Source: an optimization exercise on an open RTL-to-GDS flow (aim: small area, a short achievable clock period and few clock cycles per item). Production flows keep margins and buffers that such runs may drop.
In this exercise RTL edits were held to simulation tests only and were not proved equivalent to the original.

<file path="design/flow/config.mk">
export PLATFORM = sky130hd
export DESIGN_NAME = R_CORDIC_Unit
export DESIGN_NICKNAME = R_CORDIC_Unit
export VERILOG_FILES = /design/flow/design.v
export SDC_FILE = /design/flow/constraint.sdc
export NUM_CORES = 4
export LEC_CHECK = 0
export CAP_MARGIN = 20
export CORE_MARGIN = 2
export CORE_UTILIZATION = 60
export PLACE_DENSITY = 0.7
export SETUP_SLACK_MARGIN = 5
export SLEW_MARGIN = 20
</file>
<file path="design/flow/constraint.sdc">
create_clock -name core_clock -period 10.0 [get_ports {clk}]
set_input_delay 2.0000 -clock core_clock [delete_from_list [all_inputs] [get_ports {clk}]]
set_output_delay 2.0000 -clock core_clock [all_outputs]
set_load 0.01 [all_outputs]
</file>
<file path="design/flow/design.v">
module LUT (
    input      [3:0]  sel,
    output reg [31:0] value
);
    always @(*) begin
        case (sel)
            4'd0:  value = 32'h2D000000;
            4'd1:  value = 32'h1A90F0F5;
            4'd2:  value = 32'h0E0926A5;
            4'd3:  value = 32'h072023D0;
            4'd4:  value = 32'h03937ABF;
            4'd5:  value = 32'h01C95CAD;
            4'd6:  value = 32'h00E492E5;
            4'd7:  value = 32'h00722D16;
            4'd8:  value = 32'h00391D3F;
            4'd9:  value = 32'h001CC3DD;
            4'd10: value = 32'h000E2487;
            4'd11: value = 32'h00072290;
            4'd12: value = 32'h0003917C;
            4'd13: value = 32'h0001E66E;
            4'd14: value = 32'h0000E557;
            default: value = 32'h0;
        endcase
    end
endmodule
module add_sk (input [31:0] a, input [31:0] b, input cin, output [31:0] s);
  wire [31:0] p = a ^ b;
  wire [31:0] g0 = a & b;
  wire gc0 = g0[0] | (p[0] & cin);
  wire g_0_1 = g0[1] | (p[1] & gc0);
  wire p_0_1 = p[1] & p[0];
  wire g_0_3 = g0[3] | (p[3] & g0[2]);
  wire p_0_3 = p[3] & p[2];
  wire g_0_5 = g0[5] | (p[5] & g0[4]);
  wire p_0_5 = p[5] & p[4];
  wire g_0_7 = g0[7] | (p[7] & g0[6]);
  wire p_0_7 = p[7] & p[6];
  wire g_0_9 = g0[9] | (p[9] & g0[8]);
  wire p_0_9 = p[9] & p[8];
  wire g_0_11 = g0[11] | (p[11] & g0[10]);
  wire p_0_11 = p[11] & p[10];
  wire g_0_13 = g0[13] | (p[13] & g0[12]);
  wire p_0_13 = p[13] & p[12];
  wire g_0_15 = g0[15] | (p[15] & g0[14]);
  wire p_0_15 = p[15] & p[14];
  wire g_0_17 = g0[17] | (p[17] & g0[16]);
  wire p_0_17 = p[17] & p[16];
  wire g_0_19 = g0[19] | (p[19] & g0[18]);
  wire p_0_19 = p[19] & p[18];
  wire g_0_21 = g0[21] | (p[21] & g0[20]);
  wire p_0_21 = p[21] & p[20];
  wire g_0_23 = g0[23] | (p[23] & g0[22]);
  wire p_0_23 = p[23] & p[22];
  wire g_0_25 = g0[25] | (p[25] & g0[24]);
  wire p_0_25 = p[25] & p[24];
  wire g_0_27 = g0[27] | (p[27] & g0[26]);
  wire p_0_27 = p[27] & p[26];
  wire g_0_29 = g0[29] | (p[29] & g0[28]);
  wire p_0_29 = p[29] & p[28];
  wire g_0_31 = g0[31] | (p[31] & g0[30]);
  wire p_0_31 = p[31] & p[30];
  wire g_1_2 = g0[2] | (p[2] & g_0_1);
  wire p_1_2 = p[2] & p_0_1;
  wire g_1_3 = g_0_3 | (p_0_3 & g_0_1);
  wire p_1_3 = p_0_3 & p_0_1;
  wire g_1_6 = g0[6] | (p[6] & g_0_5);
  wire p_1_6 = p[6] & p_0_5;
  wire g_1_7 = g_0_7 | (p_0_7 & g_0_5);
  wire p_1_7 = p_0_7 & p_0_5;
  wire g_1_10 = g0[10] | (p[10] & g_0_9);
  wire p_1_10 = p[10] & p_0_9;
  wire g_1_11 = g_0_11 | (p_0_11 & g_0_9);
  wire p_1_11 = p_0_11 & p_0_9;
  wire g_1_14 = g0[14] | (p[14] & g_0_13);
  wire p_1_14 = p[14] & p_0_13;
  wire g_1_15 = g_0_15 | (p_0_15 & g_0_13);
  wire p_1_15 = p_0_15 & p_0_13;
  wire g_1_18 = g0[18] | (p[18] & g_0_17);
  wire p_1_18 = p[18] & p_0_17;
  wire g_1_19 = g_0_19 | (p_0_19 & g_0_17);
  wire p_1_19 = p_0_19 & p_0_17;
  wire g_1_22 = g0[22] | (p[22] & g_0_21);
  wire p_1_22 = p[22] & p_0_21;
  wire g_1_23 = g_0_23 | (p_0_23 & g_0_21);
  wire p_1_23 = p_0_23 & p_0_21;
  wire g_1_26 = g0[26] | (p[26] & g_0_25);
  wire p_1_26 = p[26] & p_0_25;
  wire g_1_27 = g_0_27 | (p_0_27 & g_0_25);
  wire p_1_27 = p_0_27 & p_0_25;
  wire g_1_30 = g0[30] | (p[30] & g_0_29);
  wire p_1_30 = p[30] & p_0_29;
  wire g_1_31 = g_0_31 | (p_0_31 & g_0_29);
  wire p_1_31 = p_0_31 & p_0_29;
  wire g_2_4 = g0[4] | (p[4] & g_1_3);
  wire p_2_4 = p[4] & p_1_3;
  wire g_2_5 = g_0_5 | (p_0_5 & g_1_3);
  wire p_2_5 = p_0_5 & p_1_3;
  wire g_2_6 = g_1_6 | (p_1_6 & g_1_3);
  wire p_2_6 = p_1_6 & p_1_3;
  wire g_2_7 = g_1_7 | (p_1_7 & g_1_3);
  wire p_2_7 = p_1_7 & p_1_3;
  wire g_2_12 = g0[12] | (p[12] & g_1_11);
  wire p_2_12 = p[12] & p_1_11;
  wire g_2_13 = g_0_13 | (p_0_13 & g_1_11);
  wire p_2_13 = p_0_13 & p_1_11;
  wire g_2_14 = g_1_14 | (p_1_14 & g_1_11);
  wire p_2_14 = p_1_14 & p_1_11;
  wire g_2_15 = g_1_15 | (p_1_15 & g_1_11);
  wire p_2_15 = p_1_15 & p_1_11;
  wire g_2_20 = g0[20] | (p[20] & g_1_19);
  wire p_2_20 = p[20] & p_1_19;
  wire g_2_21 = g_0_21 | (p_0_21 & g_1_19);
  wire p_2_21 = p_0_21 & p_1_19;
  wire g_2_22 = g_1_22 | (p_1_22 & g_1_19);
  wire p_2_22 = p_1_22 & p_1_19;
  wire g_2_23 = g_1_23 | (p_1_23 & g_1_19);
  wire p_2_23 = p_1_23 & p_1_19;
  wire g_2_28 = g0[28] | (p[28] & g_1_27);
  wire p_2_28 = p[28] & p_1_27;
  wire g_2_29 = g_0_29 | (p_0_29 & g_1_27);
  wire p_2_29 = p_0_29 & p_1_27;
  wire g_2_30 = g_1_30 | (p_1_30 & g_1_27);
  wire p_2_30 = p_1_30 & p_1_27;
  wire g_2_31 = g_1_31 | (p_1_31 & g_1_27);
  wire p_2_31 = p_1_31 & p_1_27;
  wire g_3_8 = g0[8] | (p[8] & g_2_7);
  wire p_3_8 = p[8] & p_2_7;
  wire g_3_9 = g_0_9 | (p_0_9 & g_2_7);
  wire p_3_9 = p_0_9 & p_2_7;
  wire g_3_10 = g_1_10 | (p_1_10 & g_2_7);
  wire p_3_10 = p_1_10 & p_2_7;
  wire g_3_11 = g_1_11 | (p_1_11 & g_2_7);
  wire p_3_11 = p_1_11 & p_2_7;
  wire g_3_12 = g_2_12 | (p_2_12 & g_2_7);
  wire p_3_12 = p_2_12 & p_2_7;
  wire g_3_13 = g_2_13 | (p_2_13 & g_2_7);
  wire p_3_13 = p_2_13 & p_2_7;
  wire g_3_14 = g_2_14 | (p_2_14 & g_2_7);
  wire p_3_14 = p_2_14 & p_2_7;
  wire g_3_15 = g_2_15 | (p_2_15 & g_2_7);
  wire p_3_15 = p_2_15 & p_2_7;
  wire g_3_24 = g0[24] | (p[24] & g_2_23);
  wire p_3_24 = p[24] & p_2_23;
  wire g_3_25 = g_0_25 | (p_0_25 & g_2_23);
  wire p_3_25 = p_0_25 & p_2_23;
  wire g_3_26 = g_1_26 | (p_1_26 & g_2_23);
  wire p_3_26 = p_1_26 & p_2_23;
  wire g_3_27 = g_1_27 | (p_1_27 & g_2_23);
  wire p_3_27 = p_1_27 & p_2_23;
  wire g_3_28 = g_2_28 | (p_2_28 & g_2_23);
  wire p_3_28 = p_2_28 & p_2_23;
  wire g_3_29 = g_2_29 | (p_2_29 & g_2_23);
  wire p_3_29 = p_2_29 & p_2_23;
  wire g_3_30 = g_2_30 | (p_2_30 & g_2_23);
  wire p_3_30 = p_2_30 & p_2_23;
  wire g_3_31 = g_2_31 | (p_2_31 & g_2_23);
  wire p_3_31 = p_2_31 & p_2_23;
  wire g_4_16 = g0[16] | (p[16] & g_3_15);
  wire p_4_16 = p[16] & p_3_15;
  wire g_4_17 = g_0_17 | (p_0_17 & g_3_15);
  wire p_4_17 = p_0_17 & p_3_15;
  wire g_4_18 = g_1_18 | (p_1_18 & g_3_15);
  wire p_4_18 = p_1_18 & p_3_15;
  wire g_4_19 = g_1_19 | (p_1_19 & g_3_15);
  wire p_4_19 = p_1_19 & p_3_15;
  wire g_4_20 = g_2_20 | (p_2_20 & g_3_15);
  wire p_4_20 = p_2_20 & p_3_15;
  wire g_4_21 = g_2_21 | (p_2_21 & g_3_15);
  wire p_4_21 = p_2_21 & p_3_15;
  wire g_4_22 = g_2_22 | (p_2_22 & g_3_15);
  wire p_4_22 = p_2_22 & p_3_15;
  wire g_4_23 = g_2_23 | (p_2_23 & g_3_15);
  wire p_4_23 = p_2_23 & p_3_15;
  wire g_4_24 = g_3_24 | (p_3_24 & g_3_15);
  wire p_4_24 = p_3_24 & p_3_15;
  wire g_4_25 = g_3_25 | (p_3_25 & g_3_15);
  wire p_4_25 = p_3_25 & p_3_15;
  wire g_4_26 = g_3_26 | (p_3_26 & g_3_15);
  wire p_4_26 = p_3_26 & p_3_15;
  wire g_4_27 = g_3_27 | (p_3_27 & g_3_15);
  wire p_4_27 = p_3_27 & p_3_15;
  wire g_4_28 = g_3_28 | (p_3_28 & g_3_15);
  wire p_4_28 = p_3_28 & p_3_15;
  wire g_4_29 = g_3_29 | (p_3_29 & g_3_15);
  wire p_4_29 = p_3_29 & p_3_15;
  wire g_4_30 = g_3_30 | (p_3_30 & g_3_15);
  wire p_4_30 = p_3_30 & p_3_15;
  wire g_4_31 = g_3_31 | (p_3_31 & g_3_15);
  wire p_4_31 = p_3_31 & p_3_15;
  assign s = p ^ {g_4_30, g_4_29, g_4_28, g_4_27, g_4_26, g_4_25, g_4_24, g_4_23, g_4_22, g_4_21, g_4_20, g_4_19, g_4_18, g_4_17, g_4_16, g_3_15, g_3_14, g_3_13, g_3_12, g_3_11, g_3_10, g_3_9, g_3_8, g_2_7, g_2_6, g_2_5, g_2_4, g_1_3, g_1_2, g_0_1, gc0, cin};
endmodule
module R_CORDIC (
    input  [31:0] x,
    output [31:0] s,
    output [31:0] c,
    output        cin
);
    wire w1 = x[31] ^ ~x[27];
    wire w2 = x[31] & ~x[27];
    wire w3 = ~x[28] ^ x[24];
    wire w4 = ~x[28] & x[24];
    wire w5 = ~x[29] ^ x[25];
    wire w6 = ~x[29] & x[25];
    wire w7 = ~x[30] ^ x[26];
    wire w8 = ~x[30] & x[26];
    wire w9 = ~x[15] ^ ~x[11];
    wire w10 = ~x[15] & ~x[11];
    wire w11 = ~x[16] ^ ~x[12];
    wire w12 = ~x[16] & ~x[12];
    wire w13 = ~x[17] ^ ~x[13];
    wire w14 = ~x[17] & ~x[13];
    wire w15 = ~x[18] ^ ~x[14] ^ x[10];
    wire w16 = (~x[18] & ~x[14]) | (~x[18] & x[10]) | (~x[14] & x[10]);
    wire w17 = x[8] ^ ~x[6];
    wire w18 = x[8] & ~x[6];
    wire w19 = ~x[19] ^ ~x[15] ^ x[11];
    wire w20 = (~x[19] & ~x[15]) | (~x[19] & x[11]) | (~x[15] & x[11]);
    wire w21 = x[9] ^ ~x[7];
    wire w22 = x[9] & ~x[7];
    wire w23 = ~x[20] ^ ~x[16] ^ x[12];
    wire w24 = (~x[20] & ~x[16]) | (~x[20] & x[12]) | (~x[16] & x[12]);
    wire w25 = x[10] ^ ~x[8];
    wire w26 = x[10] & ~x[8];
    wire w27 = ~x[21] ^ ~x[17] ^ x[13];
    wire w28 = (~x[21] & ~x[17]) | (~x[21] & x[13]) | (~x[17] & x[13]);
    wire w29 = x[11] ^ ~x[9] ^ ~x[6];
    wire w30 = (x[11] & ~x[9]) | (x[11] & ~x[6]) | (~x[9] & ~x[6]);
    wire w31 = ~x[22] ^ ~x[18] ^ x[14];
    wire w32 = (~x[22] & ~x[18]) | (~x[22] & x[14]) | (~x[18] & x[14]);
    wire w33 = x[12] ^ ~x[10] ^ ~x[7];
    wire w34 = (x[12] & ~x[10]) | (x[12] & ~x[7]) | (~x[10] & ~x[7]);
    wire w35 = ~x[23] ^ ~x[19] ^ x[15];
    wire w36 = (~x[23] & ~x[19]) | (~x[23] & x[15]) | (~x[19] & x[15]);
    wire w37 = x[13] ^ ~x[11] ^ ~x[8];
    wire w38 = (x[13] & ~x[11]) | (x[13] & ~x[8]) | (~x[11] & ~x[8]);
    wire w39 = ~x[5] ^ x[2];
    wire w40 = ~x[5] & x[2];
    wire w41 = ~x[24] ^ ~x[20] ^ x[16];
    wire w42 = (~x[24] & ~x[20]) | (~x[24] & x[16]) | (~x[20] & x[16]);
    wire w43 = x[14] ^ ~x[12] ^ ~x[9];
    wire w44 = (x[14] & ~x[12]) | (x[14] & ~x[9]) | (~x[12] & ~x[9]);
    wire w45 = ~x[6] ^ x[3] ^ x[1];
    wire w46 = (~x[6] & x[3]) | (~x[6] & x[1]) | (x[3] & x[1]);
    wire w47 = ~x[25] ^ ~x[21] ^ x[17];
    wire w48 = (~x[25] & ~x[21]) | (~x[25] & x[17]) | (~x[21] & x[17]);
    wire w49 = x[15] ^ ~x[13] ^ ~x[10];
    wire w50 = (x[15] & ~x[13]) | (x[15] & ~x[10]) | (~x[13] & ~x[10]);
    wire w51 = ~x[7] ^ x[4] ^ x[2];
    wire w52 = (~x[7] & x[4]) | (~x[7] & x[2]) | (x[4] & x[2]);
    wire w53 = ~x[26] ^ ~x[22] ^ x[18];
    wire w54 = (~x[26] & ~x[22]) | (~x[26] & x[18]) | (~x[22] & x[18]);
    wire w55 = x[16] ^ ~x[14] ^ ~x[11];
    wire w56 = (x[16] & ~x[14]) | (x[16] & ~x[11]) | (~x[14] & ~x[11]);
    wire w57 = ~x[8] ^ x[5] ^ x[3];
    wire w58 = (~x[8] & x[5]) | (~x[8] & x[3]) | (x[5] & x[3]);
    wire w59 = ~x[27] ^ ~x[23] ^ x[19];
    wire w60 = (~x[27] & ~x[23]) | (~x[27] & x[19]) | (~x[23] & x[19]);
    wire w61 = x[17] ^ ~x[15] ^ ~x[12];
    wire w62 = (x[17] & ~x[15]) | (x[17] & ~x[12]) | (~x[15] & ~x[12]);
    wire w63 = ~x[9] ^ x[6] ^ x[4];
    wire w64 = (~x[9] & x[6]) | (~x[9] & x[4]) | (x[6] & x[4]);
    wire w65 = ~x[28] ^ ~x[24] ^ x[20];
    wire w66 = (~x[28] & ~x[24]) | (~x[28] & x[20]) | (~x[24] & x[20]);
    wire w67 = x[18] ^ ~x[16] ^ ~x[13];
    wire w68 = (x[18] & ~x[16]) | (x[18] & ~x[13]) | (~x[16] & ~x[13]);
    wire w69 = ~x[10] ^ x[7] ^ x[5];
    wire w70 = (~x[10] & x[7]) | (~x[10] & x[5]) | (x[7] & x[5]);
    wire w71 = ~x[29] ^ ~x[25] ^ x[21];
    wire w72 = (~x[29] & ~x[25]) | (~x[29] & x[21]) | (~x[25] & x[21]);
    wire w73 = x[19] ^ ~x[17] ^ ~x[14];
    wire w74 = (x[19] & ~x[17]) | (x[19] & ~x[14]) | (~x[17] & ~x[14]);
    wire w75 = ~x[11] ^ x[8] ^ x[6];
    wire w76 = (~x[11] & x[8]) | (~x[11] & x[6]) | (x[8] & x[6]);
    wire w77 = ~x[30] ^ ~x[26] ^ x[22];
    wire w78 = (~x[30] & ~x[26]) | (~x[30] & x[22]) | (~x[26] & x[22]);
    wire w79 = x[20] ^ ~x[18] ^ ~x[15];
    wire w80 = (x[20] & ~x[18]) | (x[20] & ~x[15]) | (~x[18] & ~x[15]);
    wire w81 = ~x[12] ^ x[9] ^ x[7];
    wire w82 = (~x[12] & x[9]) | (~x[12] & x[7]) | (x[9] & x[7]);
    wire w83 = w1 ^ x[23] ^ x[21];
    wire w84 = (w1 & x[23]) | (w1 & x[21]) | (x[23] & x[21]);
    wire w85 = ~x[19] ^ ~x[16] ^ ~x[13];
    wire w86 = (~x[19] & ~x[16]) | (~x[19] & ~x[13]) | (~x[16] & ~x[13]);
    wire w87 = x[10] ^ x[8] ^ 1'b1;
    wire w88 = (x[10] & x[8]) | (x[10] & 1'b1) | (x[8] & 1'b1);
    wire w89 = w3 ^ x[22] ^ ~x[20];
    wire w90 = (w3 & x[22]) | (w3 & ~x[20]) | (x[22] & ~x[20]);
    wire w91 = ~x[17] ^ ~x[14] ^ x[11];
    wire w92 = (~x[17] & ~x[14]) | (~x[17] & x[11]) | (~x[14] & x[11]);
    wire w93 = x[9] ^ 1'b1 ^ w2;
    wire w94 = (x[9] & 1'b1) | (x[9] & w2) | (1'b1 & w2);
    wire w95 = w5 ^ x[23] ^ ~x[21];
    wire w96 = (w5 & x[23]) | (w5 & ~x[21]) | (x[23] & ~x[21]);
    wire w97 = ~x[18] ^ ~x[15] ^ x[12];
    wire w98 = (~x[18] & ~x[15]) | (~x[18] & x[12]) | (~x[15] & x[12]);
    wire w99 = x[10] ^ 1'b1 ^ w4;
    wire w100 = (x[10] & 1'b1) | (x[10] & w4) | (1'b1 & w4);
    wire w101 = w7 ^ x[24] ^ ~x[22];
    wire w102 = (w7 & x[24]) | (w7 & ~x[22]) | (x[24] & ~x[22]);
    wire w103 = ~x[19] ^ ~x[16] ^ x[13];
    wire w104 = (~x[19] & ~x[16]) | (~x[19] & x[13]) | (~x[16] & x[13]);
    wire w105 = x[11] ^ 1'b1 ^ w6;
    wire w106 = (x[11] & 1'b1) | (x[11] & w6) | (1'b1 & w6);
    wire w107 = x[31] ^ x[27] ^ x[25];
    wire w108 = (x[31] & x[27]) | (x[31] & x[25]) | (x[27] & x[25]);
    wire w109 = ~x[23] ^ ~x[20] ^ ~x[17];
    wire w110 = (~x[23] & ~x[20]) | (~x[23] & ~x[17]) | (~x[20] & ~x[17]);
    wire w111 = x[14] ^ x[12] ^ w8;
    wire w112 = (x[14] & x[12]) | (x[14] & w8) | (x[12] & w8);
    wire w113 = x[28] ^ x[26] ^ ~x[24];
    wire w114 = (x[28] & x[26]) | (x[28] & ~x[24]) | (x[26] & ~x[24]);
    wire w115 = ~x[21] ^ ~x[18] ^ x[15];
    wire w116 = (~x[21] & ~x[18]) | (~x[21] & x[15]) | (~x[18] & x[15]);
    wire w117 = x[13] ^ 1'b1;
    wire w118 = x[13] & 1'b1;
    wire w119 = x[29] ^ x[27] ^ ~x[25];
    wire w120 = (x[29] & x[27]) | (x[29] & ~x[25]) | (x[27] & ~x[25]);
    wire w121 = ~x[22] ^ ~x[19] ^ x[16];
    wire w122 = (~x[22] & ~x[19]) | (~x[22] & x[16]) | (~x[19] & x[16]);
    wire w123 = x[14] ^ 1'b1;
    wire w124 = x[14] & 1'b1;
    wire w125 = x[30] ^ x[28] ^ ~x[26];
    wire w126 = (x[30] & x[28]) | (x[30] & ~x[26]) | (x[28] & ~x[26]);
    wire w127 = ~x[23] ^ ~x[20] ^ x[17];
    wire w128 = (~x[23] & ~x[20]) | (~x[23] & x[17]) | (~x[20] & x[17]);
    wire w129 = x[15] ^ 1'b1;
    wire w130 = x[15] & 1'b1;
    wire w131 = ~x[31] ^ x[29] ^ ~x[27];
    wire w132 = (~x[31] & x[29]) | (~x[31] & ~x[27]) | (x[29] & ~x[27]);
    wire w133 = ~x[24] ^ ~x[21] ^ x[18];
    wire w134 = (~x[24] & ~x[21]) | (~x[24] & x[18]) | (~x[21] & x[18]);
    wire w135 = x[30] ^ ~x[28] ^ ~x[25];
    wire w136 = (x[30] & ~x[28]) | (x[30] & ~x[25]) | (~x[28] & ~x[25]);
    wire w137 = ~x[22] ^ x[19];
    wire w138 = ~x[22] & x[19];
    wire w139 = ~x[31] ^ ~x[29] ^ ~x[26];
    wire w140 = (~x[31] & ~x[29]) | (~x[31] & ~x[26]) | (~x[29] & ~x[26]);
    wire w141 = ~x[30] ^ ~x[27];
    wire w142 = ~x[30] & ~x[27];
    wire w143 = ~x[12] ^ ~x[8] ^ x[4];
    wire w144 = (~x[12] & ~x[8]) | (~x[12] & x[4]) | (~x[8] & x[4]);
    wire w145 = ~x[13] ^ ~x[9] ^ x[5];
    wire w146 = (~x[13] & ~x[9]) | (~x[13] & x[5]) | (~x[9] & x[5]);
    wire w147 = ~x[14] ^ ~x[10] ^ x[6];
    wire w148 = (~x[14] & ~x[10]) | (~x[14] & x[6]) | (~x[10] & x[6]);
    wire w149 = w9 ^ x[7] ^ x[5];
    wire w150 = (w9 & x[7]) | (w9 & x[5]) | (x[7] & x[5]);
    wire w151 = ~x[3] ^ ~x[0];
    wire w152 = ~x[3] & ~x[0];
    wire w153 = w11 ^ x[8] ^ x[6];
    wire w154 = (w11 & x[8]) | (w11 & x[6]) | (x[8] & x[6]);
    wire w155 = ~x[4] ^ ~x[1] ^ w10;
    wire w156 = (~x[4] & ~x[1]) | (~x[4] & w10) | (~x[1] & w10);
    wire w157 = w13 ^ x[9] ^ x[7];
    wire w158 = (w13 & x[9]) | (w13 & x[7]) | (x[9] & x[7]);
    wire w159 = ~x[5] ^ ~x[2] ^ w12;
    wire w160 = (~x[5] & ~x[2]) | (~x[5] & w12) | (~x[2] & w12);
    wire w161 = w15 ^ w17 ^ ~x[3];
    wire w162 = (w15 & w17) | (w15 & ~x[3]) | (w17 & ~x[3]);
    wire w163 = ~x[0] ^ 1'b1 ^ w14;
    wire w164 = (~x[0] & 1'b1) | (~x[0] & w14) | (1'b1 & w14);
    wire w165 = w19 ^ w21 ^ ~x[4];
    wire w166 = (w19 & w21) | (w19 & ~x[4]) | (w21 & ~x[4]);
    wire w167 = ~x[1] ^ w16 ^ w18;
    wire w168 = (~x[1] & w16) | (~x[1] & w18) | (w16 & w18);
    wire w169 = w23 ^ w25 ^ ~x[5];
    wire w170 = (w23 & w25) | (w23 & ~x[5]) | (w25 & ~x[5]);
    wire w171 = ~x[2] ^ w20 ^ w22;
    wire w172 = (~x[2] & w20) | (~x[2] & w22) | (w20 & w22);
    wire w173 = w27 ^ w29 ^ ~x[3];
    wire w174 = (w27 & w29) | (w27 & ~x[3]) | (w29 & ~x[3]);
    wire w175 = x[0] ^ w24 ^ w26;
    wire w176 = (x[0] & w24) | (x[0] & w26) | (w24 & w26);
    wire w177 = w31 ^ w33 ^ ~x[4];
    wire w178 = (w31 & w33) | (w31 & ~x[4]) | (w33 & ~x[4]);
    wire w179 = x[1] ^ w28 ^ w30;
    wire w180 = (x[1] & w28) | (x[1] & w30) | (w28 & w30);
    wire w181 = w35 ^ w37 ^ w39;
    wire w182 = (w35 & w37) | (w35 & w39) | (w37 & w39);
    wire w183 = x[0] ^ w32 ^ w34;
    wire w184 = (x[0] & w32) | (x[0] & w34) | (w32 & w34);
    wire w185 = w41 ^ w43 ^ w45;
    wire w186 = (w41 & w43) | (w41 & w45) | (w43 & w45);
    wire w187 = w36 ^ w38 ^ w40;
    wire w188 = (w36 & w38) | (w36 & w40) | (w38 & w40);
    wire w189 = w47 ^ w49 ^ w51;
    wire w190 = (w47 & w49) | (w47 & w51) | (w49 & w51);
    wire w191 = w42 ^ w44 ^ w46;
    wire w192 = (w42 & w44) | (w42 & w46) | (w44 & w46);
    wire w193 = w53 ^ w55 ^ w57;
    wire w194 = (w53 & w55) | (w53 & w57) | (w55 & w57);
    wire w195 = w48 ^ w50 ^ w52;
    wire w196 = (w48 & w50) | (w48 & w52) | (w50 & w52);
    wire w197 = w59 ^ w61 ^ w63;
    wire w198 = (w59 & w61) | (w59 & w63) | (w61 & w63);
    wire w199 = w54 ^ w56 ^ w58;
    wire w200 = (w54 & w56) | (w54 & w58) | (w56 & w58);
    wire w201 = w65 ^ w67 ^ w69;
    wire w202 = (w65 & w67) | (w65 & w69) | (w67 & w69);
    wire w203 = w60 ^ w62 ^ w64;
    wire w204 = (w60 & w62) | (w60 & w64) | (w62 & w64);
    wire w205 = w71 ^ w73 ^ w75;
    wire w206 = (w71 & w73) | (w71 & w75) | (w73 & w75);
    wire w207 = w66 ^ w68 ^ w70;
    wire w208 = (w66 & w68) | (w66 & w70) | (w68 & w70);
    wire w209 = w77 ^ w79 ^ w81;
    wire w210 = (w77 & w79) | (w77 & w81) | (w79 & w81);
    wire w211 = w72 ^ w74 ^ w76;
    wire w212 = (w72 & w74) | (w72 & w76) | (w74 & w76);
    wire w213 = w83 ^ w85 ^ w87;
    wire w214 = (w83 & w85) | (w83 & w87) | (w85 & w87);
    wire w215 = w78 ^ w80 ^ w82;
    wire w216 = (w78 & w80) | (w78 & w82) | (w80 & w82);
    wire w217 = w89 ^ w91 ^ w93;
    wire w218 = (w89 & w91) | (w89 & w93) | (w91 & w93);
    wire w219 = w84 ^ w86 ^ w88;
    wire w220 = (w84 & w86) | (w84 & w88) | (w86 & w88);
    wire w221 = w95 ^ w97 ^ w99;
    wire w222 = (w95 & w97) | (w95 & w99) | (w97 & w99);
    wire w223 = w90 ^ w92 ^ w94;
    wire w224 = (w90 & w92) | (w90 & w94) | (w92 & w94);
    wire w225 = w101 ^ w103 ^ w105;
    wire w226 = (w101 & w103) | (w101 & w105) | (w103 & w105);
    wire w227 = w96 ^ w98 ^ w100;
    wire w228 = (w96 & w98) | (w96 & w100) | (w98 & w100);
    wire w229 = w107 ^ w109 ^ w111;
    wire w230 = (w107 & w109) | (w107 & w111) | (w109 & w111);
    wire w231 = w102 ^ w104 ^ w106;
    wire w232 = (w102 & w104) | (w102 & w106) | (w104 & w106);
    wire w233 = w113 ^ w115 ^ w117;
    wire w234 = (w113 & w115) | (w113 & w117) | (w115 & w117);
    wire w235 = w108 ^ w110 ^ w112;
    wire w236 = (w108 & w110) | (w108 & w112) | (w110 & w112);
    wire w237 = w119 ^ w121 ^ w123;
    wire w238 = (w119 & w121) | (w119 & w123) | (w121 & w123);
    wire w239 = w114 ^ w116 ^ w118;
    wire w240 = (w114 & w116) | (w114 & w118) | (w116 & w118);
    wire w241 = w125 ^ w127 ^ w129;
    wire w242 = (w125 & w127) | (w125 & w129) | (w127 & w129);
    wire w243 = w120 ^ w122 ^ w124;
    wire w244 = (w120 & w122) | (w120 & w124) | (w122 & w124);
    wire w245 = w131 ^ w133 ^ x[16];
    wire w246 = (w131 & w133) | (w131 & x[16]) | (w133 & x[16]);
    wire w247 = w126 ^ w128 ^ w130;
    wire w248 = (w126 & w128) | (w126 & w130) | (w128 & w130);
    wire w249 = w135 ^ w137 ^ x[17];
    wire w250 = (w135 & w137) | (w135 & x[17]) | (w137 & x[17]);
    wire w251 = 1'b1 ^ w132 ^ w134;
    wire w252 = (1'b1 & w132) | (1'b1 & w134) | (w132 & w134);
    wire w253 = w139 ^ ~x[23] ^ x[20];
    wire w254 = (w139 & ~x[23]) | (w139 & x[20]) | (~x[23] & x[20]);
    wire w255 = x[18] ^ w136 ^ w138;
    wire w256 = (x[18] & w136) | (x[18] & w138) | (w136 & w138);
    wire w257 = w141 ^ ~x[24] ^ x[21];
    wire w258 = (w141 & ~x[24]) | (w141 & x[21]) | (~x[24] & x[21]);
    wire w259 = x[19] ^ 1'b1 ^ w140;
    wire w260 = (x[19] & 1'b1) | (x[19] & w140) | (1'b1 & w140);
    wire w261 = x[31] ^ ~x[28] ^ ~x[25];
    wire w262 = (x[31] & ~x[28]) | (x[31] & ~x[25]) | (~x[28] & ~x[25]);
    wire w263 = x[22] ^ x[20] ^ w142;
    wire w264 = (x[22] & x[20]) | (x[22] & w142) | (x[20] & w142);
    wire w265 = ~x[29] ^ ~x[26] ^ x[23];
    wire w266 = (~x[29] & ~x[26]) | (~x[29] & x[23]) | (~x[26] & x[23]);
    wire w267 = x[21] ^ 1'b1;
    wire w268 = x[21] & 1'b1;
    wire w269 = ~x[30] ^ ~x[27] ^ x[24];
    wire w270 = (~x[30] & ~x[27]) | (~x[30] & x[24]) | (~x[27] & x[24]);
    wire w271 = x[22] ^ 1'b1;
    wire w272 = x[22] & 1'b1;
    wire w273 = x[31] ^ ~x[28] ^ x[25];
    wire w274 = (x[31] & ~x[28]) | (x[31] & x[25]) | (~x[28] & x[25]);
    wire w275 = ~x[29] ^ x[26];
    wire w276 = ~x[29] & x[26];
    wire w277 = ~x[30] ^ x[27];
    wire w278 = ~x[30] & x[27];
    wire w279 = ~x[10] ^ ~x[6];
    wire w280 = ~x[10] & ~x[6];
    wire w281 = ~x[11] ^ ~x[7] ^ x[3];
    wire w282 = (~x[11] & ~x[7]) | (~x[11] & x[3]) | (~x[7] & x[3]);
    wire w283 = w143 ^ x[2] ^ ~x[0];
    wire w284 = (w143 & x[2]) | (w143 & ~x[0]) | (x[2] & ~x[0]);
    wire w285 = w145 ^ x[3] ^ ~x[1];
    wire w286 = (w145 & x[3]) | (w145 & ~x[1]) | (x[3] & ~x[1]);
    wire w287 = w147 ^ x[4] ^ ~x[2];
    wire w288 = (w147 & x[4]) | (w147 & ~x[2]) | (x[4] & ~x[2]);
    wire w289 = w149 ^ w151 ^ 1'b1;
    wire w290 = (w149 & w151) | (w149 & 1'b1) | (w151 & 1'b1);
    wire w291 = w153 ^ w155 ^ w150;
    wire w292 = (w153 & w155) | (w153 & w150) | (w155 & w150);
    wire w293 = w157 ^ w159 ^ w154;
    wire w294 = (w157 & w159) | (w157 & w154) | (w159 & w154);
    wire w295 = w161 ^ w163 ^ w158;
    wire w296 = (w161 & w163) | (w161 & w158) | (w163 & w158);
    wire w297 = w165 ^ w167 ^ w162;
    wire w298 = (w165 & w167) | (w165 & w162) | (w167 & w162);
    wire w299 = w169 ^ w171 ^ w166;
    wire w300 = (w169 & w171) | (w169 & w166) | (w171 & w166);
    wire w301 = w173 ^ w175 ^ w170;
    wire w302 = (w173 & w175) | (w173 & w170) | (w175 & w170);
    wire w303 = w177 ^ w179 ^ w174;
    wire w304 = (w177 & w179) | (w177 & w174) | (w179 & w174);
    wire w305 = w181 ^ w183 ^ w178;
    wire w306 = (w181 & w183) | (w181 & w178) | (w183 & w178);
    wire w307 = w185 ^ w187 ^ w182;
    wire w308 = (w185 & w187) | (w185 & w182) | (w187 & w182);
    wire w309 = w189 ^ w191 ^ w186;
    wire w310 = (w189 & w191) | (w189 & w186) | (w191 & w186);
    wire w311 = w193 ^ w195 ^ w190;
    wire w312 = (w193 & w195) | (w193 & w190) | (w195 & w190);
    wire w313 = w197 ^ w199 ^ w194;
    wire w314 = (w197 & w199) | (w197 & w194) | (w199 & w194);
    wire w315 = w201 ^ w203 ^ w198;
    wire w316 = (w201 & w203) | (w201 & w198) | (w203 & w198);
    wire w317 = w205 ^ w207 ^ w202;
    wire w318 = (w205 & w207) | (w205 & w202) | (w207 & w202);
    wire w319 = w209 ^ w211 ^ w206;
    wire w320 = (w209 & w211) | (w209 & w206) | (w211 & w206);
    wire w321 = w213 ^ w215 ^ w210;
    wire w322 = (w213 & w215) | (w213 & w210) | (w215 & w210);
    wire w323 = w217 ^ w219 ^ w214;
    wire w324 = (w217 & w219) | (w217 & w214) | (w219 & w214);
    wire w325 = w221 ^ w223 ^ w218;
    wire w326 = (w221 & w223) | (w221 & w218) | (w223 & w218);
    wire w327 = w225 ^ w227 ^ w222;
    wire w328 = (w225 & w227) | (w225 & w222) | (w227 & w222);
    wire w329 = w229 ^ w231 ^ w226;
    wire w330 = (w229 & w231) | (w229 & w226) | (w231 & w226);
    wire w331 = w233 ^ w235 ^ w230;
    wire w332 = (w233 & w235) | (w233 & w230) | (w235 & w230);
    wire w333 = w237 ^ w239 ^ w234;
    wire w334 = (w237 & w239) | (w237 & w234) | (w239 & w234);
    wire w335 = w241 ^ w243 ^ w238;
    wire w336 = (w241 & w243) | (w241 & w238) | (w243 & w238);
    wire w337 = w245 ^ w247 ^ w242;
    wire w338 = (w245 & w247) | (w245 & w242) | (w247 & w242);
    wire w339 = w249 ^ w251 ^ w246;
    wire w340 = (w249 & w251) | (w249 & w246) | (w251 & w246);
    wire w341 = w253 ^ w255 ^ w250;
    wire w342 = (w253 & w255) | (w253 & w250) | (w255 & w250);
    wire w343 = w257 ^ w259 ^ w254;
    wire w344 = (w257 & w259) | (w257 & w254) | (w259 & w254);
    wire w345 = w261 ^ w263 ^ w258;
    wire w346 = (w261 & w263) | (w261 & w258) | (w263 & w258);
    wire w347 = w265 ^ w267 ^ w262;
    wire w348 = (w265 & w267) | (w265 & w262) | (w267 & w262);
    wire w349 = w269 ^ w271 ^ w266;
    wire w350 = (w269 & w271) | (w269 & w266) | (w271 & w266);
    wire w351 = w273 ^ x[23] ^ w270;
    wire w352 = (w273 & x[23]) | (w273 & w270) | (x[23] & w270);
    wire w353 = w275 ^ x[24] ^ 1'b1;
    wire w354 = (w275 & x[24]) | (w275 & 1'b1) | (x[24] & 1'b1);
    wire w355 = w277 ^ x[25] ^ 1'b1;
    wire w356 = (w277 & x[25]) | (w277 & 1'b1) | (x[25] & 1'b1);
    wire w357 = x[31] ^ x[28] ^ x[26];
    wire w358 = (x[31] & x[28]) | (x[31] & x[26]) | (x[28] & x[26]);
    wire w359 = x[29] ^ x[27];
    wire w360 = x[29] & x[27];
    wire w361 = x[30] ^ x[28];
    wire w362 = x[30] & x[28];
    wire w363 = ~x[4] ^ ~x[0];
    wire w364 = ~x[4] & ~x[0];
    wire w365 = ~x[5] ^ ~x[1];
    wire w366 = ~x[5] & ~x[1];
    wire w367 = ~x[6] ^ ~x[2];
    wire w368 = ~x[6] & ~x[2];
    wire w369 = ~x[7] ^ ~x[3];
    wire w370 = ~x[7] & ~x[3];
    wire w371 = ~x[8] ^ ~x[4] ^ x[0];
    wire w372 = (~x[8] & ~x[4]) | (~x[8] & x[0]) | (~x[4] & x[0]);
    wire w373 = ~x[9] ^ ~x[5] ^ x[1];
    wire w374 = (~x[9] & ~x[5]) | (~x[9] & x[1]) | (~x[5] & x[1]);
    wire w375 = w279 ^ x[2] ^ x[0];
    wire w376 = (w279 & x[2]) | (w279 & x[0]) | (x[2] & x[0]);
    wire w377 = w281 ^ x[1] ^ w280;
    wire w378 = (w281 & x[1]) | (w281 & w280) | (x[1] & w280);
    wire w379 = w283 ^ 1'b1 ^ w282;
    wire w380 = (w283 & 1'b1) | (w283 & w282) | (1'b1 & w282);
    wire w381 = w285 ^ w144 ^ w284;
    wire w382 = (w285 & w144) | (w285 & w284) | (w144 & w284);
    wire w383 = w287 ^ w146 ^ w286;
    wire w384 = (w287 & w146) | (w287 & w286) | (w146 & w286);
    wire w385 = w289 ^ w148 ^ w288;
    wire w386 = (w289 & w148) | (w289 & w288) | (w148 & w288);
    wire w387 = w291 ^ w152 ^ w290;
    wire w388 = (w291 & w152) | (w291 & w290) | (w152 & w290);
    wire w389 = w293 ^ w156 ^ w292;
    wire w390 = (w293 & w156) | (w293 & w292) | (w156 & w292);
    wire w391 = w295 ^ w160 ^ w294;
    wire w392 = (w295 & w160) | (w295 & w294) | (w160 & w294);
    wire w393 = w297 ^ w164 ^ w296;
    wire w394 = (w297 & w164) | (w297 & w296) | (w164 & w296);
    wire w395 = w299 ^ w168 ^ w298;
    wire w396 = (w299 & w168) | (w299 & w298) | (w168 & w298);
    wire w397 = w301 ^ w172 ^ w300;
    wire w398 = (w301 & w172) | (w301 & w300) | (w172 & w300);
    wire w399 = w303 ^ w176 ^ w302;
    wire w400 = (w303 & w176) | (w303 & w302) | (w176 & w302);
    wire w401 = w305 ^ w180 ^ w304;
    wire w402 = (w305 & w180) | (w305 & w304) | (w180 & w304);
    wire w403 = w307 ^ w184 ^ w306;
    wire w404 = (w307 & w184) | (w307 & w306) | (w184 & w306);
    wire w405 = w309 ^ w188 ^ w308;
    wire w406 = (w309 & w188) | (w309 & w308) | (w188 & w308);
    wire w407 = w311 ^ w192 ^ w310;
    wire w408 = (w311 & w192) | (w311 & w310) | (w192 & w310);
    wire w409 = w313 ^ w196 ^ w312;
    wire w410 = (w313 & w196) | (w313 & w312) | (w196 & w312);
    wire w411 = w315 ^ w200 ^ w314;
    wire w412 = (w315 & w200) | (w315 & w314) | (w200 & w314);
    wire w413 = w317 ^ w204 ^ w316;
    wire w414 = (w317 & w204) | (w317 & w316) | (w204 & w316);
    wire w415 = w319 ^ w208 ^ w318;
    wire w416 = (w319 & w208) | (w319 & w318) | (w208 & w318);
    wire w417 = w321 ^ w212 ^ w320;
    wire w418 = (w321 & w212) | (w321 & w320) | (w212 & w320);
    wire w419 = w323 ^ w216 ^ w322;
    wire w420 = (w323 & w216) | (w323 & w322) | (w216 & w322);
    wire w421 = w325 ^ w220 ^ w324;
    wire w422 = (w325 & w220) | (w325 & w324) | (w220 & w324);
    wire w423 = w327 ^ w224 ^ w326;
    wire w424 = (w327 & w224) | (w327 & w326) | (w224 & w326);
    wire w425 = w329 ^ w228 ^ w328;
    wire w426 = (w329 & w228) | (w329 & w328) | (w228 & w328);
    wire w427 = w331 ^ w232 ^ w330;
    wire w428 = (w331 & w232) | (w331 & w330) | (w232 & w330);
    wire w429 = w333 ^ w236 ^ w332;
    wire w430 = (w333 & w236) | (w333 & w332) | (w236 & w332);
    wire w431 = w335 ^ w240 ^ w334;
    wire w432 = (w335 & w240) | (w335 & w334) | (w240 & w334);
    wire w433 = w337 ^ w244 ^ w336;
    wire w434 = (w337 & w244) | (w337 & w336) | (w244 & w336);
    wire w435 = w339 ^ w248 ^ w338;
    wire w436 = (w339 & w248) | (w339 & w338) | (w248 & w338);
    wire w437 = w341 ^ w252 ^ w340;
    wire w438 = (w341 & w252) | (w341 & w340) | (w252 & w340);
    wire w439 = w343 ^ w256 ^ w342;
    wire w440 = (w343 & w256) | (w343 & w342) | (w256 & w342);
    wire w441 = w345 ^ w260 ^ w344;
    wire w442 = (w345 & w260) | (w345 & w344) | (w260 & w344);
    wire w443 = w347 ^ w264 ^ w346;
    wire w444 = (w347 & w264) | (w347 & w346) | (w264 & w346);
    wire w445 = w349 ^ w268 ^ w348;
    wire w446 = (w349 & w268) | (w349 & w348) | (w268 & w348);
    wire w447 = w351 ^ w272 ^ w350;
    wire w448 = (w351 & w272) | (w351 & w350) | (w272 & w350);
    wire w449 = w353 ^ w274 ^ w352;
    wire w450 = (w353 & w274) | (w353 & w352) | (w274 & w352);
    wire w451 = w355 ^ w276 ^ w354;
    wire w452 = (w355 & w276) | (w355 & w354) | (w276 & w354);
    wire w453 = w357 ^ w278 ^ w356;
    wire w454 = (w357 & w278) | (w357 & w356) | (w278 & w356);
    wire w455 = w359 ^ 1'b1 ^ w358;
    wire w456 = (w359 & 1'b1) | (w359 & w358) | (1'b1 & w358);
    wire w457 = w361 ^ 1'b1 ^ w360;
    wire w458 = (w361 & 1'b1) | (w361 & w360) | (1'b1 & w360);
    wire w459 = ~x[31] ^ x[29] ^ w362;
    wire w460 = (~x[31] & x[29]) | (~x[31] & w362) | (x[29] & w362);
    wire w461 = x[30] ^ 1'b1;
    wire w462 = x[30] & 1'b1;
    wire [23:0] la = {w401, w399, w397, w395, w393, w391, w389, w387, w385, w383, w381, w379, w377, w375, w373, w371, w369, w367, w365, w363, ~x[3], ~x[2], ~x[1], ~x[0]};
    wire [23:0] lb = {w400, w398, w396, w394, w392, w390, w388, w386, w384, w382, w380, w378, w376, w374, w372, w370, w368, w366, w364, 1'b1, 1'b0, 1'b0, 1'b0, 1'b1};
    wire [24:0] lsum = {1'b0, la} + {1'b0, lb};
    assign cin = lsum[24];
    assign s = {1'b1, ~x[31], w461, w459, w457, w455, w453, w451, w449, w447, w445, w443, w441, w439, w437, w435, w433, w431, w429, w427, w425, w423, w421, w419, w417, w415, w413, w411, w409, w407, w405, w403};
    assign c = {1'b0, w462, w460, w458, w456, w454, w452, w450, w448, w446, w444, w442, w440, w438, w436, w434, w432, w430, w428, w426, w424, w422, w420, w418, w416, w414, w412, w410, w408, w406, w404, w402};
endmodule
module R_CORDIC_Unit (
    input signed [31:0]      i_data_1,
    input signed [31:0]      i_data_2,
    input signed [31:0]      angle,
    input                    en,
    input                    rst,
    input                    clk,
    output signed [31:0]     o_data_1,
    output signed [31:0]     o_data_2,
    output                   done_flag
);
    reg        busy, done;
    reg  [4:0] cnt;
    reg signed [31:0] bx, by, ba;
    reg               bc;
    reg        [31:0] t;       
    reg        [3:0]  shx;     
    reg        [3:0]  shy_n;   
    reg               fin;     
    wire m1 = cnt == 5'd15;
    wire m2 = cnt == 5'd16;
    wire m3 = cnt == 5'd17;
    wire [4:0]  cnt_n = en ? 5'd0 : busy ? cnt + 5'd1 : cnt;
    wire        fin_n = !en && busy && (m1 || m2);
    wire [31:0] t_n;
    LUT lut (.sel(cnt_n[3:0]), .value(t_n));
    wire neg  = ba[31];
    wire negx = neg & ~fin;
    wire cinx = negx | (fin & bc);
    wire signed [31:0] sx = bx >>> shx;
    wire signed [31:0] sy = by >>> ~shy_n;
    wire [31:0] nx, ny, na;
    add_sk add_x (.a(bx), .b(sy ^ {32{negx}}), .cin(cinx), .s(nx));
    add_sk add_y (.a(by), .b(sx ^ {32{~neg}}), .cin(~neg), .s(ny));
    add_sk add_a (.a(ba), .b(t  ^ {32{~neg}}), .cin(~neg), .s(na));
    wire [31:0] ks, kc;
    wire        kci;
    R_CORDIC gain (.x(ba), .s(ks), .c(kc), .cin(kci));
    always @(posedge clk or posedge rst) begin
        if (rst) begin
            busy <= 1'b0;
            done <= 1'b0;
            cnt  <= 5'd0;
        end else begin
            done <= busy && m3;
            cnt  <= cnt_n;
            if (en)
                busy <= 1'b1;
            else if (m3)
                busy <= 1'b0;
        end
    end
    always @(posedge clk) begin
        bc    <= kci;
        t     <= t_n;
        fin   <= fin_n;
        shx   <= cnt_n[3:0];
        shy_n <= fin_n ? 4'hF : ~cnt_n[3:0];
        if (en) begin
            bx <= i_data_1;
            by <= i_data_2;
            ba <= angle;
        end else if (m1 | m2) begin
            bx <= ks;
            by <= kc;
            ba <= m1 ? by : nx;
        end else begin
            bx <= nx;
            by <= ny;
            if (cnt == 5'd14)
                ba <= nx;
            else if (!m3)
                ba <= na;
        end
    end
    assign o_data_1  = ba;
    assign o_data_2  = bx;
    assign done_flag = done;
endmodule
</file>
<file path="design/flow/run.sh">
#!/bin/bash
# synth_recipe.tcl (not shown) runs the flow's synth.tcl, then flattens the netlist and writes it again
# the make line also repeats each setting of config.mk as NAME=value (left out here)
make -C /OpenROAD-flow-scripts/flow DESIGN_CONFIG=/design/flow/config.mk WORK_HOME=/design/flow/orfs CLKGATE_MAP_FILE= SYNTH_SCRIPT=/design/flow/synth_recipe.tcl finish
</file>
==> run_results.csv, run 1 <==
group,metric,value,unit
outcome,status,"finished clean",
finish,layout-drive-gt1-share,6.963,%
global_routing,overflow,0,
finish,n_antenna_cell,0,
detailed_routing,routed_wl,68570,µm
critical_path,cp-start-kind,"register",
global_routing,grt_first_pass_wirelength,101200,µm
finish,nets,2680,
timing,tns,0,ns
synth,yosysWarningCount,2,
critical_path,path_max_fanout,12,
finish,finish.utilization,69.00,%
detailed_routing,post_drt_wl_per_cell,26.09,µm
synth,synth_area,0.01900,mm²
synth,synthTopCellsByArea,"fa_1 22%, dfxtp_1 11%, ha_1 11%",
critical_path,crit_slowest_cell,"mux4_2",
global_routing,grt_antenna_before_repair,0,
timing,setup_viol,0,
die,dieArea,0.03311,mm²
timing,slew_violations,0,
place,placed_cells,2580,
place,place_ws,4.744,ns
timing,worst_pin_slew,1.096,ns
clocking,path_clk_slew,0.07,ns
synth,synth_top_area_share,21.60,%
finish,stdcell_area,0.02166,mm²
global_routing,grt_max_degree,106,
clocking,clock-sinks,143,
synth,ys_ff_latch,143,
critical_path,path_cells,"buf_12, mux4_2, mux2_2, o21ai_1, xor2_1, fa_1, fa_1, nand2b_1, a21o_1, a211oi_4, o311a_1, o2111ai_1, a21oi_1, a21o_1, xor2_1, a221o_1",
synth,ys_async_sr_fraction,4.895,%
synth,synth.largest_area_cell,"fa_1",
place,dp_hpwl,53730,µm
timing,rsz0062_at_grt,"yes",
detailed_routing,ant_nets,0,
clocking,clk_root_buffer_cell,"clkbuf_16",
timing,fin_crit_sh,49.05,%
place,post_dp_cell_area,0.02087,mm²
critical_path,required,10.21,ns
timing,setup_ws,5.095,ns
timing,layout_min_cycle_time,4.905,ns
die,die_x,182.0,µm
detailed_routing,drt-initial-drc-count,1828,
timing,fin_hold_ws,0.5735,ns
job,drv_cap,0,
die,die_h,182.0,µm
synth,ys.flop_type,"dfxtp_1",
clocking,ctsHoldBuffers,0,
critical_path,critical_path_class,"register to register",
clocking,htree_levels,4,
synth,syn_avg_cell_area,9.053,µm²
timing,slew_headroom,26.86,%
die,start_util,60.53,%
die,ios,164,
clocking,cts_tree,"built",
finish,fin_cells,2628,
critical_path,max_stage_delay,0.51,ns
synth,ys_types,77,
die,rows,65,
synth,synthesis.nets,2566,
detailed_routing,vias,16820,
place,numPortBuffers,163,
timing,max_freq,0.2039,GHz
critical_path,crit_arrival,5.11,ns
clocking,cts_inserted_buffers,17,
global_routing,gr-usage-all-layers,41.91,%
finish,syn2layout_area_growth,13.99,%
critical_path,ff2ff_setup_slack,5.09,ns
detailed_routing,vias_per_cell,6.399,
synth,synth_edf_count,32,
place,routabilityCongestion,1.002,
clocking,cts_buffer_depth,2,
detailed_routing,route.detailed.drc,0,
min_path,worstHoldPathType,"register to register",
die,core_area,0.03139,mm²
synth,yosysSeqAreaShare,16.93,%
clocking,clk_latency,0.47,ns
detailed_routing,firstDrtPassIters,10,
timing,skew,0.01668,ns
global_routing,grt_pass1_vias,16480,
critical_path,worstSetupEndpointType,"register",
timing,hold_viol,0,
synth,syn_inst,2099,
-- sequential cells by signal (all words and copies together), names as in the netlist, 4 cells and up --
signal	count
ba	32
bx	32
t	30
by	32
cnt	5
shy_n	4
shx	4
-- layout by cell type (no fill, tap or decap), drive strengths merged, types with 27 or more instances in the layout --
cell type and count:
inv 246, fa 205, nand2 195, o21ai 167, ha 163, clkdlybuf4s50 162
a21oi 149, nor2 115, xnor2 110, dfxtp 104, mux2i 87, xor2 53
buf 35, edfxtp 32, mux4 31, mux2 28, a211oi 27
-- logic make-up after synthesis --
kind of cell               count (synthesis)  share of synthesized area (%)
and+or+nand+nor                          434                          10.03
xor gates and xnor gates                 163                          7.513
buffers and inverters                    348                          7.085
DFF                                      143                          16.93
muxes                                    146                          9.916
AOI/OAI and AO/OA                        497                          16.19
adders and majority gates                368                          32.33
-- synth_stat cells, types with 31 or more instances --
master / instances
inv_1: 240
fa_1: 205
nand2_1: 195
ha_1: 163
a21oi_1: 148
o21ai_0: 144
nor2_1: 112
xnor2_1: 110
dfxtp_1: 104
mux2i_1: 87
clkbuf_1: 73
xor2_1: 53
edfxtp_1: 32
mux4_2: 31
-- cell type report --
type	count	area [µm²]
repair buffers	198	1933
clock buffers	21	504.2
inverters	244	923.4
multi-input cells	1609	14490
well taps	402	503.0
flip-flops and latches	143	3221
fillers	2525	9731
clock inverters	11	86.33
-- repair_timing --
item / in CTS / in global routing
gates cloned: 1 / 1
setup endpoints to repair: 14 / 26
buffers inserted: 1 / 13
gates resized for setup: 5 / 11
pin swaps: 2 / 2
-- worst max-delay path: cells and delay by family, from the launching register on --
kind | cells | cell delay (ns)
adders and majority gates | 2 | 0.82
muxes | 2 | 0.80
xor gates and xnor gates | 2 | 0.21
buffers and inverters | 1 | 0.16
AOI/OAI and AO/OA | 8 | 2.08
DFF | 1 | 0.40
and+or+nand+nor | 1 | 0.17
-- routing by layer --
metal / up-vias / global-route usage (%) / part of all wire, %
li1: 7392 / - / -
met1: 8047 / 54.94 / 39
met2: 1150 / 65.82 / 45
met3: 227 / 9.687 / 11
met4: 0 / 20.42 / 5.5
met5: - / 0 / 0
-- path summary, 6_finish.rpt --
path,start,endpoint,cells after the start
hold / removal,cnt[4],cnt[4],2
max in group asynchronous,rst,cnt[0],2
min in group asynchronous,rst,cnt[4],2
setup / recovery,shy_n[0],ba[30],16
hold reg to reg,cnt[4],cnt[4],2
setup reg to reg,shy_n[0],ba[30],16
Testbench counts, summed over its fixed seeds: cycles 9,736, items 512.
==> run 2, diff against run 1 <==
--- a/design/flow/config.mk
+++ b/design/flow/config.mk
@@ -5,6 +5,7 @@
 export SDC_FILE = /design/flow/constraint.sdc
 export NUM_CORES = 4
 export LEC_CHECK = 0
+export ABC_AREA = 1
 export CAP_MARGIN = 20
 export CORE_MARGIN = 2
 export CORE_UTILIZATION = 60
==> run_results.csv, run 2 <==
group,metric,value,unit
global_routing,overflow,0,
timing,layout_min_cycle_time,4.713,ns
die,start_util,61.10,%
critical_path,crit_arrival,5.00,ns
finish,layout-drive-gt1-share,5.371,%
critical_path,required,10.29,ns
min_path,min_from,"cnt[4]",
synth,ys.flop_type,"dfxtp_1",
synth,yosysMostFrequentCell,"nand2_1",
synth,synth_area,0.01998,mm²
synth,syn_inst,2727,
global_routing,grt_max_degree,78,
timing,skew,0.01271,ns
synth,yosysWarningCount,2,
synth,ys_async_sr_fraction,4.895,%
critical_path,path_cells,"inv_1, fa_1, inv_1, fa_1, fa_1, inv_1, fa_1, ha_1, nand2_1, inv_1, nand3_1, a21oi_1, a2111oi_2, nand3_1",
job,drv_cap,0,
die,ios,164,
place,place_ws,4.002,ns
die,die_x,186.5,µm
critical_path,cp_top_family,"adder cells",
finish,multi_input_area,0.01458,mm²
timing,setup_ws,5.287,ns
clocking,clock-sinks,143,
critical_path,r2r-start,"ba[11]",
critical_path,worst-path-buf-inv,4,
timing,rsz0062_at_grt,"yes",
clocking,cts_tree,"built",
place,routabilityCongestion,1.035,
synth,ys_types,61,
synth,synth.largest_area_cell,"fa_1",
critical_path,worstSetupEndpointType,"register",
detailed_routing,routed_wl,72360,µm
detailed_routing,vias_per_cell,5.912,
synth,yosysSeqAreaShare,16.11,%
place,dp_hpwl,57270,µm
finish,finish.utilization,69.29,%
clocking,cts_buffer_depth,2,
timing,hold_viol,0,
finish,reg.largest.list,"ba: 32 flops, bx: 32 flops, by: 32 flops",
timing,slew_violations,0,
clocking,cts_inserted_buffers,17,
critical_path,ff2ff_setup_slack,5.29,ns
critical_path,max_stage_delay,0.63,ns
finish,fillers,2871,
detailed_routing,firstDrtPassIters,8,
synth,yosys-top-cells-count,"702 x nand2_1, 410 x inv_1, 205 x fa_1, 177 x nand3_1, 172 x o21ai_0",
finish,stdcell_area,0.02266,mm²
critical_path,cp-start-kind,"register",
synth,ys_ff_latch,143,
finish,final_common_cell,"nand2_1",
die,core_area,0.03270,mm²
synth,synthesis.nets,3194,
clocking,clk_latency,0.47,ns
timing,fin_crit_sh,47.13,%
min_path,worstHoldPathType,"register to register",
clocking,clk_root_buffer_cell,"clkbuf_16",
critical_path,crit_slowest_cell,"edfxtp_1",
finish,nets,3321,
timing,worst_pin_slew,0.9454,ns
global_routing,gr-usage-all-layers,41.48,%
finish,layout_common_cells,"702 x nand2_1, 408 x inv_1, 205 x fa_1",
die,dieArea,0.03477,mm²
critical_path,crit_start,"ba[11]",
timing,slew_headroom,36.74,%
global_routing,grt_pass1_vias,19060,
critical_path,critical_path_class,"register to register",
place,numPortBuffers,163,
detailed_routing,post_drt_wl_per_cell,21.86,µm
synth,synth_edf_count,32,
detailed_routing,ant_nets,0,
detailed_routing,drt-initial-drc-count,2215,
synth,synthTopCellsByArea,"fa_1 21%, nand2_1 13%, dfxtp_1 10%",
timing,setup_viol,0,
detailed_routing,route.detailed.drc,0,
place,post_dp_cell_area,0.02169,mm²
clocking,path_clk_slew,0.07,ns
outcome,status,"finished clean",
global_routing,grt_first_pass_wirelength,109400,µm
timing,max_freq,0.2122,GHz
global_routing,grt_antenna_before_repair,1,
finish,syn2layout_area_growth,13.41,%
timing,tns,0,ns
critical_path,path_max_fanout,7,
detailed_routing,vias,19570,
finish,register_area,0.003226,mm²
synth,synth_top_area_share,20.54,%
clocking,htree_levels,4,
die,rows,66,
die,die_h,186.5,µm
synth,syn_avg_cell_area,7.326,µm²
==> run 2: cell type report <==
cell class	count	share of cell area, %
repair inverters	2	0.05522
diodes	1	0.01104
inverters	424	7.140
repair buffers	215	8.929
clock buffers	21	2.319
clock inverters	11	0.5412
well taps	442	2.441
multi-input cells	2051	64.33
flip-flops and latches	143	14.24
==> run 2: tightest hold or removal path: cells and delay by family, from the launching register on <==
kind | cells | cell delay, ns
flops | 1 | 0.40
simple gates | 2 | 0.20
==> run 2: worst paths after layout <==
path	end	depth (start not counted)
setup reg to reg	bc	14
hold reg to reg	done	2
setup / recovery	bc	14
hold / removal	done	2
min in group asynchronous	done	2
max in group asynchronous	cnt[2]	2
==> run 2: cells by family after synthesis <==
kind of cell	synth area share [%]
buf+inv	11.00
flops	16.11
mux	1.202
xor+xnor	5.323
fa+ha+maj	30.75
compound gates	12.59
simple gates	23.03
==> run 2: repair_timing <==
action                     in CTS  in global routing
hold buffers                    0                  0
resized for setup               6                 11
setup buffers                   5                 29
cloned                          1                  1
pin swaps                       1                  0
setup endpoints to repair      59                 31
==> run 2: per-stage QoR <==
stage               hold WS, ns  cells
floorplan                0.5406   2727
global placement         0.6184   3241
detailed placement       0.6326   3241
CTS                      0.6435   3279
global route             0.6527   3309
finish                   0.6398   3310
==> run 2: layer usage <==
layer | wire, µm | GRT usage [%] | vias to the layer above
met5 | 0 | 0 | -
met4 | 4953 | 24.60 | 0
met3 | 8126 | 10.51 | 277
met2 | 32260 | 65.18 | 1227
met1 | 27020 | 51.85 | 9120
li1 | - | - | 8946
==> run 3, diff against run 2 <==
--- a/design/flow/design.v
+++ b/design/flow/design.v
@@ -679,7 +679,6 @@
     reg  [4:0] cnt;
     reg signed [31:0] bx, by, ba;
     reg               bc;
-    reg        [31:0] t;       
     reg        [3:0]  shx;     
     reg        [3:0]  shy_n;   
     reg               fin;     
@@ -688,8 +687,8 @@
     wire m3 = cnt == 5'd17;
     wire [4:0]  cnt_n = en ? 5'd0 : busy ? cnt + 5'd1 : cnt;
     wire        fin_n = !en && busy && (m1 || m2);
-    wire [31:0] t_n;
-    LUT lut (.sel(cnt_n[3:0]), .value(t_n));
+    wire [31:0] t;
+    LUT lut (.sel(cnt[3:0]), .value(t));
     wire neg  = ba[31];
     wire negx = neg & ~fin;
     wire cinx = negx | (fin & bc);
@@ -718,7 +717,6 @@
     end
     always @(posedge clk) begin
         bc    <= kci;
-        t     <= t_n;
         fin   <= fin_n;
         shx   <= cnt_n[3:0];
         shy_n <= fin_n ? 4'hF : ~cnt_n[3:0];
--- a/design/flow/config.mk
+++ b/design/flow/config.mk
@@ -5,7 +5,6 @@
 export SDC_FILE = /design/flow/constraint.sdc
 export NUM_CORES = 4
 export LEC_CHECK = 0
-export ABC_AREA = 1
 export CAP_MARGIN = 20
 export CORE_MARGIN = 2
 export CORE_UTILIZATION = 60
==> run_results.csv, run 3 <==
group,metric,value,unit
outcome,status,"finished clean",
clocking,ctsHoldBuffers,0,
finish,syn2layout_area_growth,14.33,%
clocking,clock-sinks,113,
die,start_util,60.54,%
finish,layout-drive-gt1-share,7.650,%
clocking,cts_inserted_buffers,17,
die,ios,164,
die,die_x,179.2,µm
timing,setup_ws,5.209,ns
timing,fin_hold_ws,0.6711,ns
critical_path,crit_start,"shy_n[0]",
synth,ys.flop_type,"dfxtp_1",
synth,syn_avg_cell_area,8.857,µm²
place,placed_cells,2545,
die,die_h,179.2,µm
critical_path,cp-start-kind,"register",
timing,max_freq,0.2087,GHz
critical_path,crit_arrival,4.97,ns
critical_path,worst-path-buf-inv,2,
critical_path,r2r-start,"shy_n[0]",
synth,synthTopCellsByArea,"fa_1 22%, ha_1 11%, dfxtp_1 8.0%",
global_routing,grt_pass1_vias,16310,
critical_path,max_stage_delay,0.53,ns
clocking,cts_buffer_depth,2,
finish,n_antenna_cell,0,
finish,fillers,2507,
critical_path,cp_top_family,"compound AO/OA/AOI/OAI gates",
synth,synth.largest_area_cell,"fa_1",
finish,finish.utilization,69.22,%
clocking,clk_root_buffer_cell,"clkbuf_16",
synth,synth_area,0.01842,mm²
clocking,htree_levels,4,
critical_path,required,10.18,ns
detailed_routing,route.detailed.drc,0,
finish,stdcell_area,0.02106,mm²
synth,ys_async_sr_fraction,6.195,%
detailed_routing,firstDrtPassIters,6,
global_routing,gr-usage-all-layers,42.21,%
critical_path,worstSetupEndpointType,"register",
die,rows,64,
min_path,whs_path_depth,2,
timing,skew,0.01447,ns
place,post_dp_cell_area,0.02024,mm²
finish,multi_input_area,0.01447,mm²
place,routabilityCongestion,0.9692,
synth,ys_ff_latch,113,
synth,yosysWarningCount,2,
synth,synth_top_area_share,22.28,%
clocking,path_clk_slew,0.06,ns
critical_path,path_cells,"buf_12, mux4_2, mux2_2, o21ai_1, xor2_1, fa_1, fa_1, nand2b_1, a21oi_2, o41ai_4, o21ai_2, a221o_2, inv_1, fa_1, xor2_1, o21ai_0, o21ai_0, o21ai_0",
finish,reg.largest.list,"ba: 32 flops, bx: 32 flops, by: 32 flops",
job,drv_cap,0,
timing,slew_violations,0,
global_routing,grt_first_pass_wirelength,97880,µm
place,place_ws,4.698,ns
critical_path,reg2reg_depth,18,
clocking,clk_latency,0.46,ns
synth,syn_inst,2080,
timing,layout_min_cycle_time,4.791,ns
place,dp_hpwl,52000,µm
min_path,worst_hold_path.endpoint,"cnt[4]",
global_routing,grt_antenna_before_repair,0,
finish,fin_cells,2592,
finish,register_area,0.002626,mm²
timing,setup_viol,0,
critical_path,ff2ff_setup_slack,5.21,ns
clocking,cts_tree,"built",
detailed_routing,vias_per_cell,6.461,
global_routing,overflow,0,
die,dieArea,0.03212,mm²
timing,rsz0062_at_grt,"yes",
die,core_area,0.03043,mm²
critical_path,path_max_fanout,19,
timing,slew_headroom,31.75,%
timing,hold_viol,0,
min_path,min_from,"cnt[4]",
global_routing,grt_max_degree,81,
finish,layout_common_cells,"232 x inv_1, 205 x fa_1, 193 x nand2_1",
synth,ys_types,79,
timing,fin_crit_sh,47.91,%
detailed_routing,routed_wl,66880,µm
synth,synthesis.nets,2546,
synth,synth_edf_count,32,
detailed_routing,ant_nets,0,
timing,worst_pin_slew,1.023,ns
min_path,worstHoldPathType,"register to register",
synth,yosysMostFrequentCell,"inv_1",
place,numPortBuffers,163,
critical_path,crit_slowest_cell,"mux4_2",
finish,nets,2649,
finish,final_common_cell,"inv_1",
synth,yosysSeqAreaShare,14.21,%
detailed_routing,post_drt_wl_per_cell,25.80,µm
detailed_routing,drt-initial-drc-count,2022,
synth,yosys-top-cells-count,"236 x inv_1, 205 x fa_1, 193 x nand2_1, 162 x ha_1",
critical_path,critical_path_class,"register to register",
timing,tns,0,ns
critical_path,r2r-end,"ba[17]",
detailed_routing,vias,16750,
run 3: worst register-to-register path, stage by stage, from the launching register on:
cell and delay, ns:
dfxtp_2 0.40, buf_12 0.21, mux4_2 0.54, mux2_2 0.29, o21ai_1 0.15, xor2_1 0.11, fa_1 0.41, fa_1 0.39
nand2b_1 0.19, a21oi_2 0.20, o41ai_4 0.12, o21ai_2 0.19, a221o_2 0.24, inv_1 0.08, fa_1 0.37, xor2_1 0.23
o21ai_0 0.10, o21ai_0 0.18, o21ai_0 0.09
run 3: what timing repair did:
item	in CTS	in global routing
gates resized for setup	2	17
cloned	1	2
pin swaps	1	2
setup endpoints to repair	11	31
buffers inserted	0	12
run 3: area by class of cell:
cell class	instances	share of cell area (%)
clock inverter	13	0.8673
sequential	113	12.47
timing repair inverter	1	0.02376
clock buffer	19	2.055
inverter	238	4.295
timing repair buffer	197	9.237
tap	396	2.352
multi-input combinational	1615	68.70
run 3: cells by family (layout without fill, tap and decap cells):
family | after synthesis | count (layout) | share of synthesized area, %
compound gates | 508 | 508 | 17.23
simple gates | 451 | 452 | 10.85
fa+ha+maj | 367 | 367 | 33.28
buf+inv | 353 | 468 | 7.552
xor+xnor | 163 | 163 | 7.749
mux | 125 | 125 | 9.135
flops | 113 | 113 | 14.21
run 3: worst max path at each step:
stage	end	slack [ns]	cells past startpoint
final	ba[17]	5.21	18
after global routing	ba[17]	4.94	20
after CTS	ba[17]	4.99	18
after detailed placement	ba[17]	4.70	17
after global placement	ba[17]	4.86	17
after floorplan	ba[17]	5.31	18
run 3: metal layers:
metal / up-vias / track usage (%) / wire [µm]
met5: - / 0 / 0
met4: 0 / 23.89 / 4229
met3: 221 / 9.182 / 6893
met2: 1038 / 64.62 / 29290
met1: 8157 / 55.46 / 26470
li1: 7330 / - / -
Testbench counts of run 3, summed over its fixed seeds: cycles 9,736, items 512.

==> afterwards: timing with drivers on the ports <==
The flow's constraints put no driver on any port. The routed layouts listed below were extracted and timed again, unchanged, in two steps.
Step 1 (the two cells are an assumption about what drives the block):
set clk [get_ports {clk}]
set_driving_cell -lib_cell sky130_fd_sc_hd__clkbuf_16 $clk
set_driving_cell -lib_cell sky130_fd_sc_hd__buf_2 [delete_from_list [all_inputs] $clk]
Step 2 also shifts input and output timing later by t, the mid clock arrival at the registers, as if the neighbouring blocks saw the same clock.
a / b / c = ideal ports / drivers / drivers and shift; a / b = the first two.
run	t, ns	setup slack, ns	worst setup path after step 2	clock arrival spread, ns
run 1	0.512	5.095 / 5.095 / 4.992	input to register	0.017 / 0.017
run 2	0.514	5.287 / 5.287 / 5.287	register to register	0.013 / 0.013
run 3	0.502	5.209 / 5.209 / 5.079	input to register	0.015 / 0.014
After both steps setup and hold are still met in every run listed. For run 3, which loses most, drivers alone change the setup slack by 0.000 ns; drivers and shift together by -0.130 ns.
